Source: an optimization exercise on an open RTL-to-GDS flow (aim: small area, a short achievable clock period and few clock cycles per item). Production flows keep margins and buffers that such runs may drop. Power is estimated from default activity; no workload was simulated.

## the previous run
Design MD5_custom_SIMD_instruction, start of the top module:
module MD5_custom_SIMD_instruction (clk, reset,
	in_v, rd, vrd1, vrd2,
		in_data, in_vdata1, in_vdata2,
	out_v, out_rd, out_vrd1, out_vrd2,
		out_data, out_vdata1, out_vdata2);
	input clk, reset;
	input in_v;
	input [4:0] rd;
	input [2:0] vrd1, vrd2;
	input [32-1:0] in_data;
	input [256-1:0] in_vdata1, in_vdata2;
	output out_v;
	output [4:0] out_rd;
	output [2:0] out_vrd1, out_vrd2;
	output [32-1:0] out_data;
	output [256-1:0] out_vdata1, out_vdata2;
	wire [511:0] min = {in_vdata2, in_vdata1};
	reg        busy, fin, outv, first;
	reg [5:0]  cnt;
	reg [4:0]  t_rd;
	reg [2:0]  t_vrd1, t_vrd2;
	reg [31:0] b, c, d, t;
	reg [31:0] ring [0:15];
	reg [7:0]  mr;
	reg [3:0]  fs;     
	reg [31:0] kr;     
	reg [3:0]  rv;
	reg [3:0]  ru;
	reg        cl;
	reg        run;    
	wire       last = busy & (cnt == 6'd63);
	wire [31:0] kadd;
	wire [7:0]  msel;
	wire [3:0]  fsel, rvn;
	wire [3:0]  run_;
	wire        cln;
	md5_tables tab (.step(cnt), .msel(msel), .fsel(fsel), .rv(rvn), .ru(run_), .cl(cln));
	wire        pol = ~cnt[0] & ~fin;
	wire [31:0] mword = {32{pol}} ^ (
		({32{mr[0]}} & ring[0]) |
		({32{mr[1]}} & ring[1]) |
		({32{mr[2]}} & ring[2]) |
		({32{mr[3]}} & ring[3]) |
  ...
==> module MD5_custom_SIMD_instruction, before the edit <==
module MD5_custom_SIMD_instruction (clk, reset,
	in_v, rd, vrd1, vrd2,
		in_data, in_vdata1, in_vdata2,
	out_v, out_rd, out_vrd1, out_vrd2,
		out_data, out_vdata1, out_vdata2);
	input clk, reset;
	input in_v;
	input [4:0] rd;
	input [2:0] vrd1, vrd2;
	input [32-1:0] in_data;
	input [256-1:0] in_vdata1, in_vdata2;
	output out_v;
	output [4:0] out_rd;
	output [2:0] out_vrd1, out_vrd2;
	output [32-1:0] out_data;
	output [256-1:0] out_vdata1, out_vdata2;
	wire [511:0] min = {in_vdata2, in_vdata1};
	reg        busy, fin, outv, first;
	reg [5:0]  cnt;
	reg [4:0]  t_rd;
	reg [2:0]  t_vrd1, t_vrd2;
	reg [31:0] b, c, d, t;
	reg [31:0] ring [0:15];
	reg [7:0]  mr;
	reg [3:0]  fs;     
	reg [31:0] kr;     
	reg [3:0]  rv;
	reg [3:0]  ru;
	reg        cl;
	reg        run;    
	wire       last = busy & (cnt == 6'd63);
	wire [31:0] kadd;
	wire [7:0]  msel;
	wire [3:0]  fsel, rvn;
	wire [3:0]  run_;
	wire        cln;
	md5_tables tab (.step(cnt), .msel(msel), .fsel(fsel), .rv(rvn), .ru(run_), .cl(cln));
	wire        pol = ~cnt[0] & ~fin;
	wire [31:0] mword = {32{pol}} ^ (
		({32{mr[0]}} & ring[0]) |
		({32{mr[1]}} & ring[1]) |
		({32{mr[2]}} & ring[2]) |
		({32{mr[3]}} & ring[3]) |
		({32{mr[4]}} & ring[5]) |
		({32{mr[5]}} & ring[8]) |
		({32{mr[6]}} & ring[9]) |
		({32{mr[7]}} & ring[10]));
	wire [5:0]  nstep = cnt + 6'd1;
	wire [1:0]  nround = nstep[5:4];
	wire [31:0] kt;
	md5_ktab ktab (.step(cnt), .k(kt));
	wire [31:0] ts = d ^ kr ^ mword;
	wire [31:0] tc = (d & kr) | (d & mword) | (kr & mword);
	wire [31:0] tsum;
	md5_addbk addt (.a(ts), .b({tc[30:0], 1'b0}), .s(tsum));
	wire [31:0] cxd = c ^ d;
	wire [31:0] fs32a = {32{fs[0]}};
	wire [31:0] fs32b = {32{fs[1]}};
	wire [31:0] fs32c = {32{fs[2]}};
	wire [31:0] fs32d = {32{fs[3]}};
	wire [31:0] f1 = ({32{first}} & 32'hd76aa477) | (fs32a & c) | (fs32b & (c | d)) | (fs32c & ~cxd) | (fs32d & ~c);
	wire [31:0] f0 = ({32{first}} & 32'hd76aa477) | (fs32a & d) | (fs32b & (c & ~d)) | (fs32c & cxd) | (fs32d & ~cxd);
	wire [31:0] f = (b & f1) | (~b & f0);
	wire [31:0] x;
	md5_add addx (.a(f), .b(t), .s(x));
	wire [31:0] z =
		({32{rv[0]}} & x) |
		({32{rv[1]}} & {x[30:0], x[31:31]}) |
		({32{rv[2]}} & {x[29:0], x[31:30]}) |
		({32{rv[3]}} & {x[28:0], x[31:29]});
	wire [31:0] y =
		({32{ru[0]}} & {z[27:0], z[31:28]}) |
		({32{ru[1]}} & {z[22:0], z[31:23]}) |
		({32{ru[2]}} & {z[17:0], z[31:18]}) |
		({32{ru[3]}} & {z[11:0], z[31:12]}) |
		({32{cl}} & 32'hefcdab89);
	wire [31:0] bn;
	md5_add addb (.a(b & {32{run}}), .b(y), .s(bn));
	wire [31:0] dn;
	md5_addbk addd (.a(c & {32{run}}), .b(({32{fin}} & 32'h98badcfe) | ({32{~run}} & 32'h10325476)), .s(dn));
	integer j;
	always @(posedge clk) begin
		if (reset) begin
			run <= 1'b0;
			busy <= 1'b0;
			fin <= 1'b0;
			outv <= 1'b0;
		end else begin
			run <= busy | in_v;
			busy <= busy ? ~last : in_v;
			fin <= last;
			outv <= fin;
		end
		first <= ~run;
		cnt <= busy ? cnt + 6'd1 : 6'd0;
		mr <= busy ? msel : 8'd4;
		fs <= busy ? fsel : 4'd0;
		rv <= reset ? 4'd0 : busy ? rvn : in_v ? 4'd8 : 4'd0;
		ru <= reset ? 4'd0 : busy ? run_ : in_v ? 4'd1 : 4'd0;
		cl <= reset | (busy ? cln : ~in_v);
		kr <= busy ? kt : 32'he8c7b756;
		b <= bn;
		d <= dn;
		if (run) begin
			c <= fin ? t : b;    
			t <= tsum;
			for (j = 0; j < 16; j = j + 1) ring[(j+1)%16] <= ~ring[j];
		end else begin
			c <= 32'h98badcfe;
			t <= min[31:0];
			t_rd <= rd; t_vrd1 <= vrd1; t_vrd2 <= vrd2;
			ring[1] <= ~min[31:0];
			ring[2] <= ~min[63:32];
			ring[4] <= ~min[95:64];
			ring[15] <= ~min[127:96];
			ring[13] <= ~min[159:128];
			ring[6] <= ~min[191:160];
			ring[0] <= ~min[223:192];
			ring[3] <= ~min[255:224];
			ring[9] <= ~min[287:256];
			ring[10] <= ~min[319:288];
			ring[12] <= ~min[351:320];
			ring[7] <= ~min[383:352];
			ring[5] <= ~min[415:384];
			ring[14] <= ~min[447:416];
			ring[8] <= ~min[479:448];
			ring[11] <= ~min[511:480];
		end
	end
	assign out_v = outv;
	assign out_rd = t_rd;
	assign out_vrd1 = t_vrd1;
	assign out_vrd2 = t_vrd2;
	assign out_data = 32'd0;
	assign out_vdata2 = {256{1'b0}};
	assign out_vdata1 = {128'd0, t, d, b, c};
endmodule
export LEC_CHECK = 0
export ABC_AREA = 1
export CAP_MARGIN = 20
export CORE_AREA = 5 5 375 375
export CTS_CLUSTER_DIAMETER = 80
export CTS_CLUSTER_SIZE = 28
export DIE_AREA = 0 0 380 380
export SLEW_MARGIN = 20
export TNS_END_PERCENT = 0
create_clock -name core_clock -period 12.0 [get_ports {clk}]
standard.sh (not shown) runs the stock make flow with config.mk's settings and CLKGATE_MAP_FILE= SYNTH_SCRIPT=/design/flow/synth_recipe.tcl, a recipe that flattens the netlist after the stock synthesis.
==> flow/flow/run.sh <==
#!/bin/bash
# ORFS layout (the standard.sh) with: the full-adder and half-adder cells kept out of
# synthesis and layout (the platform's don't-use list plus fa/ha), a tighter setup-repair
# target, free resizing, and minimum-size port buffers.
set -euo pipefail
DU="sky130_fd_sc_hd__probe_p_8 sky130_fd_sc_hd__probec_p_8 sky130_fd_sc_hd__lpflow_bleeder_1 sky130_fd_sc_hd__lpflow_clkbufkapwr_1 sky130_fd_sc_hd__lpflow_clkbufkapwr_16 sky130_fd_sc_hd__lpflow_clkbufkapwr_2 sky130_fd_sc_hd__lpflow_clkbufkapwr_4 sky130_fd_sc_hd__lpflow_clkbufkapwr_8 sky130_fd_sc_hd__lpflow_clkinvkapwr_1 sky130_fd_sc_hd__lpflow_clkinvkapwr_16 sky130_fd_sc_hd__lpflow_clkinvkapwr_2 sky130_fd_sc_hd__lpflow_clkinvkapwr_4 sky130_fd_sc_hd__lpflow_clkinvkapwr_8 sky130_fd_sc_hd__lpflow_decapkapwr_12 sky130_fd_sc_hd__lpflow_decapkapwr_3 sky130_fd_sc_hd__lpflow_decapkapwr_4 sky130_fd_sc_hd__lpflow_decapkapwr_6 sky130_fd_sc_hd__lpflow_decapkapwr_8 sky130_fd_sc_hd__lpflow_inputiso0n_1 sky130_fd_sc_hd__lpflow_inputiso0p_1 sky130_fd_sc_hd__lpflow_inputiso1n_1 sky130_fd_sc_hd__lpflow_inputiso1p_1 sky130_fd_sc_hd__lpflow_inputisolatch_1 sky130_fd_sc_hd__lpflow_isobufsrc_1 sky130_fd_sc_hd__lpflow_isobufsrc_16 sky130_fd_sc_hd__lpflow_isobufsrc_2 sky130_fd_sc_hd__lpflow_isobufsrc_4 sky130_fd_sc_hd__lpflow_isobufsrc_8 sky130_fd_sc_hd__lpflow_isobufsrckapwr_16 sky130_fd_sc_hd__lpflow_lsbuf_lh_hl_isowell_tap_1 sky130_fd_sc_hd__lpflow_lsbuf_lh_hl_isowell_tap_2 sky130_fd_sc_hd__lpflow_lsbuf_lh_hl_isowell_tap_4 sky130_fd_sc_hd__lpflow_lsbuf_lh_isowell_4 sky130_fd_sc_hd__lpflow_lsbuf_lh_isowell_tap_1 sky130_fd_sc_hd__lpflow_lsbuf_lh_isowell_tap_2 sky130_fd_sc_hd__lpflow_lsbuf_lh_isowell_tap_4 sky130_fd_sc_hd__fa_1 sky130_fd_sc_hd__fa_2 sky130_fd_sc_hd__fa_4 sky130_fd_sc_hd__ha_1 sky130_fd_sc_hd__ha_2 sky130_fd_sc_hd__ha_4"
bash standard.sh "DONT_USE_CELLS=$DU" SETUP_SLACK_MARGIN=9 MATCH_CELL_FOOTPRINT=0 SKIP_GATE_CLONING=1 SKIP_REPAIR_TIE_FANOUT=1 "BUFFER_PORTS_ARGS=-buffer_cell sky130_fd_sc_hd__buf_1" finish > standard.log 2>&1
## Diff of input files: the current run against the previous run
--- a/flow/design.v
+++ b/flow/design.v
@@ -428,16 +428,17 @@
 	output [256-1:0] out_vdata1, out_vdata2;
 	wire [511:0] min = {in_vdata2, in_vdata1};
 	reg        busy, fin, outv, first;
 	reg [5:0]  cnt;
 	reg [4:0]  t_rd;
 	reg [2:0]  t_vrd1, t_vrd2;
-	reg [31:0] b, c, d, t;
+	reg [31:0] a, b, c, d, t;
 	reg [31:0] ring [0:15];
 	reg [7:0]  mr;
 	reg [3:0]  fs;     
+	reg [3:0]  fs2;    
 	reg [31:0] kr;     
 	reg [3:0]  rv;
 	reg [3:0]  ru;
 	reg        cl;
 	reg        run;    
 	wire       last = busy & (cnt == 6'd63);
@@ -463,16 +464,16 @@
 	md5_ktab ktab (.step(cnt), .k(kt));
 	wire [31:0] ts = d ^ kr ^ mword;
 	wire [31:0] tc = (d & kr) | (d & mword) | (kr & mword);
 	wire [31:0] tsum;
 	md5_addbk addt (.a(ts), .b({tc[30:0], 1'b0}), .s(tsum));
 	wire [31:0] cxd = c ^ d;
-	wire [31:0] fs32a = {32{fs[0]}};
-	wire [31:0] fs32b = {32{fs[1]}};
-	wire [31:0] fs32c = {32{fs[2]}};
-	wire [31:0] fs32d = {32{fs[3]}};
+	wire [31:0] fs32a = {{16{fs2[0]}}, {16{fs[0]}}};
+	wire [31:0] fs32b = {{16{fs2[1]}}, {16{fs[1]}}};
+	wire [31:0] fs32c = {{16{fs2[2]}}, {16{fs[2]}}};
+	wire [31:0] fs32d = {{16{fs2[3]}}, {16{fs[3]}}};
 	wire [31:0] f1 = ({32{first}} & 32'hd76aa477) | (fs32a & c) | (fs32b & (c | d)) | (fs32c & ~cxd) | (fs32d & ~c);
 	wire [31:0] f0 = ({32{first}} & 32'hd76aa477) | (fs32a & d) | (fs32b & (c & ~d)) | (fs32c & cxd) | (fs32d & ~cxd);
 	wire [31:0] f = (b & f1) | (~b & f0);
 	wire [31:0] x;
 	md5_add addx (.a(f), .b(t), .s(x));
 	wire [31:0] z =
@@ -486,13 +487,13 @@
 		({32{ru[2]}} & {z[17:0], z[31:18]}) |
 		({32{ru[3]}} & {z[11:0], z[31:12]}) |
 		({32{cl}} & 32'hefcdab89);
 	wire [31:0] bn;
 	md5_add addb (.a(b & {32{run}}), .b(y), .s(bn));
 	wire [31:0] dn;
-	md5_addbk addd (.a(c & {32{run}}), .b(({32{fin}} & 32'h98badcfe) | ({32{~run}} & 32'h10325476)), .s(dn));
+	md5_addbk addd (.a(c), .b({32{fin}} & 32'h98badcfe), .s(dn));
 	integer j;
 	always @(posedge clk) begin
 		if (reset) begin
 			run <= 1'b0;
 			busy <= 1'b0;
 			fin <= 1'b0;
@@ -507,21 +508,23 @@
 		cnt <= busy ? cnt + 6'd1 : 6'd0;
 		mr <= busy ? msel : 8'd4;
 		fs <= busy ? fsel : 4'd0;
 		rv <= reset ? 4'd0 : busy ? rvn : in_v ? 4'd8 : 4'd0;
 		ru <= reset ? 4'd0 : busy ? run_ : in_v ? 4'd1 : 4'd0;
 		cl <= reset | (busy ? cln : ~in_v);
+		fs2 <= (busy & (cnt != 6'd63)) ? (4'd1 << nround) : 4'd0;
 		kr <= busy ? kt : 32'he8c7b756;
+		a <= t;
 		b <= bn;
-		d <= dn;
 		if (run) begin
-			c <= fin ? t : b;    
+			c <= b;
+			d <= dn;
 			t <= tsum;
 			for (j = 0; j < 16; j = j + 1) ring[(j+1)%16] <= ~ring[j];
 		end else begin
-			c <= 32'h98badcfe;
+			c <= 32'h98badcfe; d <= 32'h10325476;
 			t <= min[31:0];
 			t_rd <= rd; t_vrd1 <= vrd1; t_vrd2 <= vrd2;
 			ring[1] <= ~min[31:0];
 			ring[2] <= ~min[63:32];
 			ring[4] <= ~min[95:64];
 			ring[15] <= ~min[127:96];
@@ -542,8 +545,8 @@
 	assign out_v = outv;
 	assign out_rd = t_rd;
 	assign out_vrd1 = t_vrd1;
 	assign out_vrd2 = t_vrd2;
 	assign out_data = 32'd0;
 	assign out_vdata2 = {256{1'b0}};
-	assign out_vdata1 = {128'd0, t, d, b, c};
+	assign out_vdata1 = {128'd0, t, d, b, a};
 endmodule
Findings:
The current run: area taken by multi-input logic gates 3.2% below the previous run
Synthesized area delta for the current run relative to the previous run: 0.85% higher
Delta (the current run minus the previous run): arrival time at the worst endpoint shows a reduction of 0.02 ns, first-iteration detailed-routing DRC count grew by 358, final standard cell count with taps included and fillers excluded shrank by 0.56%.
From the previous run to the current run the numbers moved as follows: synthesized cell count barely changed, clock-buffer cell count increased about 15%, total power moved up, final area lost 0.77%.
The run showing the greater time the worst path needs with I/O delays and setup is the current run.
Critical path depth down 1 in the current run wrt the previous run
Function was not checked in any run of this note: the RTL went through the layout flow alone.

-- re-timing with driven ports --
Ports are ideal in the flow. The routed layouts listed here were re-timed in OpenROAD. Step 1 (the two cells are an assumption about what drives the block):
set clk [get_ports {clk}]
set_driving_cell -lib_cell sky130_fd_sc_hd__clkbuf_16 $clk
set_driving_cell -lib_cell sky130_fd_sc_hd__buf_2 [delete_from_list [all_inputs] $clk]
Step 2 adds t to the input delays and takes it off the output delays; t is the mean of the earliest and latest rising clock arrival at the registers after step 1. Input paths then give back, and output paths get back, about the clock's delay inside the block. Three values: ideal, step 1, step 2; two values: the first two.
run | t (ns) | slack for setup (ns) | latest minus earliest clock arrival (ns) | slew at the worst register clock pin (ns)
the previous run | 0.717 | 7.677 / 7.677 / 7.677 | 0.061 / 0.061 | 0.11 / 0.11
the current run | 0.747 | 7.648 / 7.648 / 7.648 | 0.110 / 0.110 | 0.11 / 0.11
After both steps every run listed still meets setup and hold.
